This design comes from an exercise in tuning for small area and a short achievable clock period on the open sky130 flow, not from production work. The RTL was checked by simulation tests, not by an equivalence proof against the original design. No driver is modelled on the clock port, so clocking that relies on it looks cheaper here than on a real chip. Power is estimated from default activity; no workload was simulated.

Design adder_tree, start of the top module:
module adder_tree
#(
    parameter   NB_IN               = 16,
    parameter   IN_WIDTH            = 16,
    parameter   OUT_WIDTH           = IN_WIDTH+NB_IN,
    parameter   USE_PIPE            = 0
)
(
    input   wire                        clk,
    input   wire                        aresetn,
    input   wire [NB_IN*IN_WIDTH-1:0]   data_in,
    input   wire                        data_in_en,
    output  reg [OUT_WIDTH-1:0]        data_out,
    output  reg                        data_out_en
);
Settings: LEC_CHECK=0, CAP_MARGIN=20, CORE_MARGIN=2, CORE_UTILIZATION=40, SLEW_MARGIN=20, SYNTH_HIERARCHICAL=1, SYNTH_MINIMUM_KEEP_SIZE=0; clock period 7.0 ns.
standard.sh (not shown) runs the stock make flow with config.mk's settings and CLKGATE_MAP_FILE= SYNTH_SCRIPT=/design/flow/synth_recipe.tcl, a recipe that flattens the netlist after the stock synthesis.
==> flow/flow/run.sh <==
#!/bin/bash
# Own layout flow: the standard ORFS flow (standard.sh, unchanged synthesis),
# with the port buffers chosen explicitly (small buf_1 on inputs, buf_2 on outputs)
# instead of the default clkdlybuf4s50_1 delay buffers.
set -euo pipefail
here=$(pwd)
export PRE_GLOBAL_PLACE_TCL=$here/flow/pre_gp.tcl
bash standard.sh > $here/orfs_flow.log 2>&1
==> flow/flow/pre_gp.tcl <==
# Sourced by ORFS global_place.tcl before it buffers the ports: make its
# buffer_ports call put buf_1 on every input and buf_2 on every output.
rename buffer_ports orfs_buffer_ports
proc buffer_ports { args } {
  orfs_buffer_ports -inputs -buffer_cell sky130_fd_sc_hd__buf_1
  orfs_buffer_ports -outputs -buffer_cell sky130_fd_sc_hd__buf_2
}
==> next run, changes <==
==> flow/run.sh (new file) <==
#!/bin/bash
# synth_recipe.tcl (not shown) runs the flow's synth.tcl, then flattens the netlist and writes it again
# the make line also repeats each setting of config.mk as NAME=value (left out here)
make -C /OpenROAD-flow-scripts/flow DESIGN_CONFIG=/design/flow/config.mk WORK_HOME=/design/flow/orfs CLKGATE_MAP_FILE= SYNTH_SCRIPT=/design/flow/synth_recipe.tcl finish
removed: flow/flow/run.sh
removed: flow/flow/pre_gp.tcl
removed: flow/standard.sh
The changed run finished clean.
Critical path depth drops by 3.
Worst hold slack got worse by 0.0056 ns.
Die area stays the same.
Wire length rose by 13%.
==> next run, changes <==
==> flow/flow/run.sh (new file) <==
#!/bin/bash
# Own layout flow: the standard ORFS flow (standard.sh, unchanged synthesis),
# with the port buffers chosen explicitly (small buf_1 on inputs, buf_2 on outputs)
# instead of the default clkdlybuf4s50_1 delay buffers.
set -euo pipefail
here=$(pwd)
export PRE_GLOBAL_PLACE_TCL=$here/flow/pre_gp.tcl
export CTS_ARGS="-sink_clustering_enable -repair_clock_nets -dont_use_dummy_load -buf_list sky130_fd_sc_hd__clkbuf_8"
bash standard.sh > $here/orfs_flow.log 2>&1
==> flow/flow/pre_gp.tcl (new file) <==
# Sourced by ORFS global_place.tcl before it buffers the ports: make its
# buffer_ports call put buf_1 on every input and buf_2 on every output.
rename buffer_ports orfs_buffer_ports
proc buffer_ports { args } {
  orfs_buffer_ports -inputs -buffer_cell sky130_fd_sc_hd__buf_1
  orfs_buffer_ports -outputs -buffer_cell sky130_fd_sc_hd__buf_2
}
==> flow/standard.sh (new file) <==
#!/bin/bash
# synth_recipe.tcl (not shown) runs the flow's synth.tcl, then flattens the netlist and writes it again
# the make line also repeats each setting of config.mk as NAME=value (left out here)
make -C /OpenROAD-flow-scripts/flow DESIGN_CONFIG=/design/flow/config.mk WORK_HOME=/design/flow/orfs CLKGATE_MAP_FILE= SYNTH_SCRIPT=/design/flow/synth_recipe.tcl "${@:-finish}"
- CORE_UTILIZATION: 40 -> 60
- SETUP_SLACK_MARGIN: unset -> 4.75
removed: flow/run.sh
=>
- worst setup slack is better by 0.37 ns
- synthesized area does not change
- critical path depth goes up by 3
- final cell count goes down by 9.9%
- clock-buffer cell count goes down by 1
- final area goes down by about 13%
==> next run, changes <==
--- a/flow/flow/run.sh
+++ b/flow/flow/run.sh
@@ -4 +4,2 @@
-# instead of the default clkdlybuf4s50_1 delay buffers.
+# instead of the default clkdlybuf4s50_1 delay buffers, and a clock tree of
+# clkbuf_8 without dummy loads.
- SETUP_SLACK_MARGIN: 4.75 -> unset
After rerunning:
- The new run produced a clean layout
- clock skew barely changes
- synthesized area does not change
- fmax is about the same
- total power goes down by 4.6%
- worst setup slack stays flat
- wire length decreases by 1.3%
- final area fell by 4.8%
- global-route usage is about the same
- die area stays the same
- combinational power falls by about 7%

========
adder_tree, a different RTL version from the one above (not shown whole).
For scale: ~500 cells after synthesis, about 190 flip-flops, roughly 290 I/O pins.
Settings: LEC_CHECK=0, CAP_MARGIN=20, CORE_MARGIN=2, CORE_UTILIZATION=60, SLEW_MARGIN=20, SYNTH_HIERARCHICAL=1, SYNTH_MINIMUM_KEEP_SIZE=0; clock period 7.0 ns.
==> flow/flow/run.sh <==
#!/bin/bash
# Own layout flow: the standard ORFS flow (standard.sh, unchanged synthesis),
# with the port buffers chosen explicitly (small buf_1 on inputs, buf_2 on outputs)
# instead of the default clkdlybuf4s50_1 delay buffers.
set -euo pipefail
here=$(pwd)
export PRE_GLOBAL_PLACE_TCL=$here/flow/pre_gp.tcl
export SKIP_REPAIR_TIE_FANOUT=1
export CTS_ARGS="-sink_clustering_enable -repair_clock_nets -dont_use_dummy_load -buf_list sky130_fd_sc_hd__clkbuf_8"
bash standard.sh > $here/orfs_flow.log 2>&1
==> flow/flow/pre_gp.tcl <==
# Sourced by ORFS global_place.tcl before it buffers the ports: make its
# buffer_ports call put buf_1 on every input and buf_2 on every output.
rename buffer_ports orfs_buffer_ports
proc buffer_ports { args } {
  orfs_buffer_ports -inputs -buffer_cell sky130_fd_sc_hd__buf_1
  orfs_buffer_ports -outputs -buffer_cell sky130_fd_sc_hd__buf_2
}
==> next run, changes <==
--- a/flow/flow/run.sh
+++ b/flow/flow/run.sh
@@ -7,3 +7,3 @@
 export PRE_GLOBAL_PLACE_TCL=$here/flow/pre_gp.tcl
-export SKIP_REPAIR_TIE_FANOUT=1
+export POST_CTS_TCL=$here/flow/post_cts.tcl
 export CTS_ARGS="-sink_clustering_enable -repair_clock_nets -dont_use_dummy_load -buf_list sky130_fd_sc_hd__clkbuf_8"
==> flow/flow/post_cts.tcl (new file) <==
# Sourced by ORFS cts.tcl after its own timing repair: upsize cells on the
# critical paths until the setup slack reaches the margin (no buffering).
log_cmd repair_timing -setup -setup_margin 4.70 -sequence "sizeup,swap" -skip_last_gasp
detailed_placement
check_placement -verbose
Power increases by 2.1%.
Wire length increases by 0.45%.
Count of clock-buffer cells in the layout does not change.
Design area increases by 1.7%.
Setup slack improves by 0.027 ns.
Utilization increases by 1.2 points.
Die area does not change.
Synthesized cell count stays the same.
Area after synthesis stays the same.
First-iteration DRC count increases by 52%.

========
adder_tree with an RTL version that a note above also has.
For scale: ~540 cells after synthesis, ~290 I/O pins.
export LEC_CHECK = 0
export CAP_MARGIN = 20
export CORE_MARGIN = 2
export CORE_UTILIZATION = 60
export SLEW_MARGIN = 20
export SYNTH_HIERARCHICAL = 1
export SYNTH_MINIMUM_KEEP_SIZE = 0
create_clock -name core_clock -period 7.0 [get_ports {clk}]
==> flow/flow/run.sh <==
#!/bin/bash
# Own layout flow: the standard ORFS flow (standard.sh, unchanged synthesis),
# with the port buffers chosen explicitly (small buf_1 on inputs, buf_2 on outputs)
# instead of the default clkdlybuf4s50_1 delay buffers.
set -euo pipefail
here=$(pwd)
export PRE_GLOBAL_PLACE_TCL=$here/flow/pre_gp.tcl
export CTS_ARGS="-sink_clustering_enable -repair_clock_nets -dont_use_dummy_load -buf_list sky130_fd_sc_hd__clkbuf_8"
bash standard.sh > $here/orfs_flow.log 2>&1
Scripts as last shown in full above: flow/flow/pre_gp.tcl
The baseline completed with no timing, DRC or antenna violations.
Change:
--- a/flow/flow/run.sh
+++ b/flow/flow/run.sh
@@ -7,3 +7,3 @@
 export PRE_GLOBAL_PLACE_TCL=$here/flow/pre_gp.tcl
-export CTS_ARGS="-sink_clustering_enable -repair_clock_nets -dont_use_dummy_load -buf_list sky130_fd_sc_hd__clkbuf_8"
+export CTS_ARGS="-sink_clustering_enable -repair_clock_nets -dont_use_dummy_load -buf_list sky130_fd_sc_hd__clkbuf_8 -sink_clustering_size 30 -sink_clustering_max_diameter 80"
 bash standard.sh > $here/orfs_flow.log 2>&1
Area after synthesis is unchanged.
Cell count does not change.
Cell area stays the same.
First-iteration DRC count is unchanged.
Routed wire length stays the same.
Clock-buffer cell count does not change.
Fmax stays the same.
Worst setup slack is unchanged.
Sequential cell count is unchanged.
Hold slack stays the same.
Change:
--- a/flow/flow/run.sh
+++ b/flow/flow/run.sh
@@ -7,3 +7,3 @@
 export PRE_GLOBAL_PLACE_TCL=$here/flow/pre_gp.tcl
-export CTS_ARGS="-sink_clustering_enable -repair_clock_nets -dont_use_dummy_load -buf_list sky130_fd_sc_hd__clkbuf_8 -sink_clustering_size 30 -sink_clustering_max_diameter 80"
+export CTS_ARGS="-sink_clustering_enable -repair_clock_nets -dont_use_dummy_load -buf_list sky130_fd_sc_hd__clkbuf_8"
 bash standard.sh > $here/orfs_flow.log 2>&1
- CORE_UTILIZATION: 60 -> 40
What happened: Core utilization goes down by 23 points. Worst setup slack is worse by 0.020 ns. Critical path depth does not change. Register-to-register slack is worse by 0.02 ns. Final cell count goes up by roughly a tenth. Area after synthesis does not change. Non-clock buffer count stays the same. Clock-buffer cell count does not change. Cell area goes up slightly. Global-route usage goes down by 6.3 points.
Change:
--- a/flow/flow/run.sh
+++ b/flow/flow/run.sh
@@ -7,3 +7,3 @@
 export PRE_GLOBAL_PLACE_TCL=$here/flow/pre_gp.tcl
-export CTS_ARGS="-sink_clustering_enable -repair_clock_nets -dont_use_dummy_load -buf_list sky130_fd_sc_hd__clkbuf_8"
+export CTS_ARGS="-sink_clustering_enable -repair_clock_nets -dont_use_dummy_load"
 bash standard.sh > $here/orfs_flow.log 2>&1
Cell count stays the same.
Via count hardly moves.
Cell area increases by 1.8%.

[what the ideal ports hide]
The flow's constraints put no driver on any port. The routed layouts listed below were extracted and timed again, unchanged, in two steps.
Step 1: set_driving_cell puts a clkbuf_16 on clk and a buf_2 on each other input, an assumption about the parent block.
Step 2 adds t to the input delays and takes it off the output delays; t is the mean of the earliest and latest rising clock arrival at the registers after step 1. Input paths then give back, and output paths get back, about the clock's delay inside the block.
Three values: ideal, step 1, step 2; two values: the first two.
run | shift t [ns] | setup slack, ns | clock arrival spread, ns | worst register clock-pin slew, ns
the first run of note 1 | 0.468 | 4.642 / 4.635 / 4.323 | 0.020 / 0.020 | 0.08 / 0.08
the second run of note 1 | 0.468 | 4.276 / 4.227 / 3.986 | 0.012 / 0.012 | 0.07 / 0.07
the third run of note 1 | 0.467 | 4.646 / 4.629 / 4.345 | 0.027 / 0.027 | 0.09 / 0.09
the fourth run of note 1 | 0.455 | 4.644 / 4.636 / 4.330 | 0.022 / 0.021 | 0.09 / 0.09
the first run of note 2 | 0.463 | 4.633 / 4.633 / 4.349 | 0.022 / 0.022 | 0.09 / 0.09
the second run of note 2 | 0.467 | 4.660 / 4.642 / 4.292 | 0.016 / 0.016 | 0.08 / 0.08
the first run of note 3 | 0.455 | 4.644 / 4.636 / 4.330 | 0.022 / 0.021 | 0.09 / 0.09
the second run of note 3 | 0.455 | 4.644 / 4.636 / 4.330 | 0.022 / 0.021 | 0.09 / 0.09
the third run of note 3 | 0.485 | 4.623 / 4.617 / 4.319 | 0.046 / 0.045 | 0.11 / 0.11
the fourth run of note 3 | 0.456 | 4.634 / 4.634 / 4.315 | 0.032 / 0.032 | 0.08 / 0.08
After both steps every run listed still meets setup and hold. The setup slack of the second run of note 2, which loses most, moves by -0.018 ns with the drivers and by -0.368 ns with both steps.
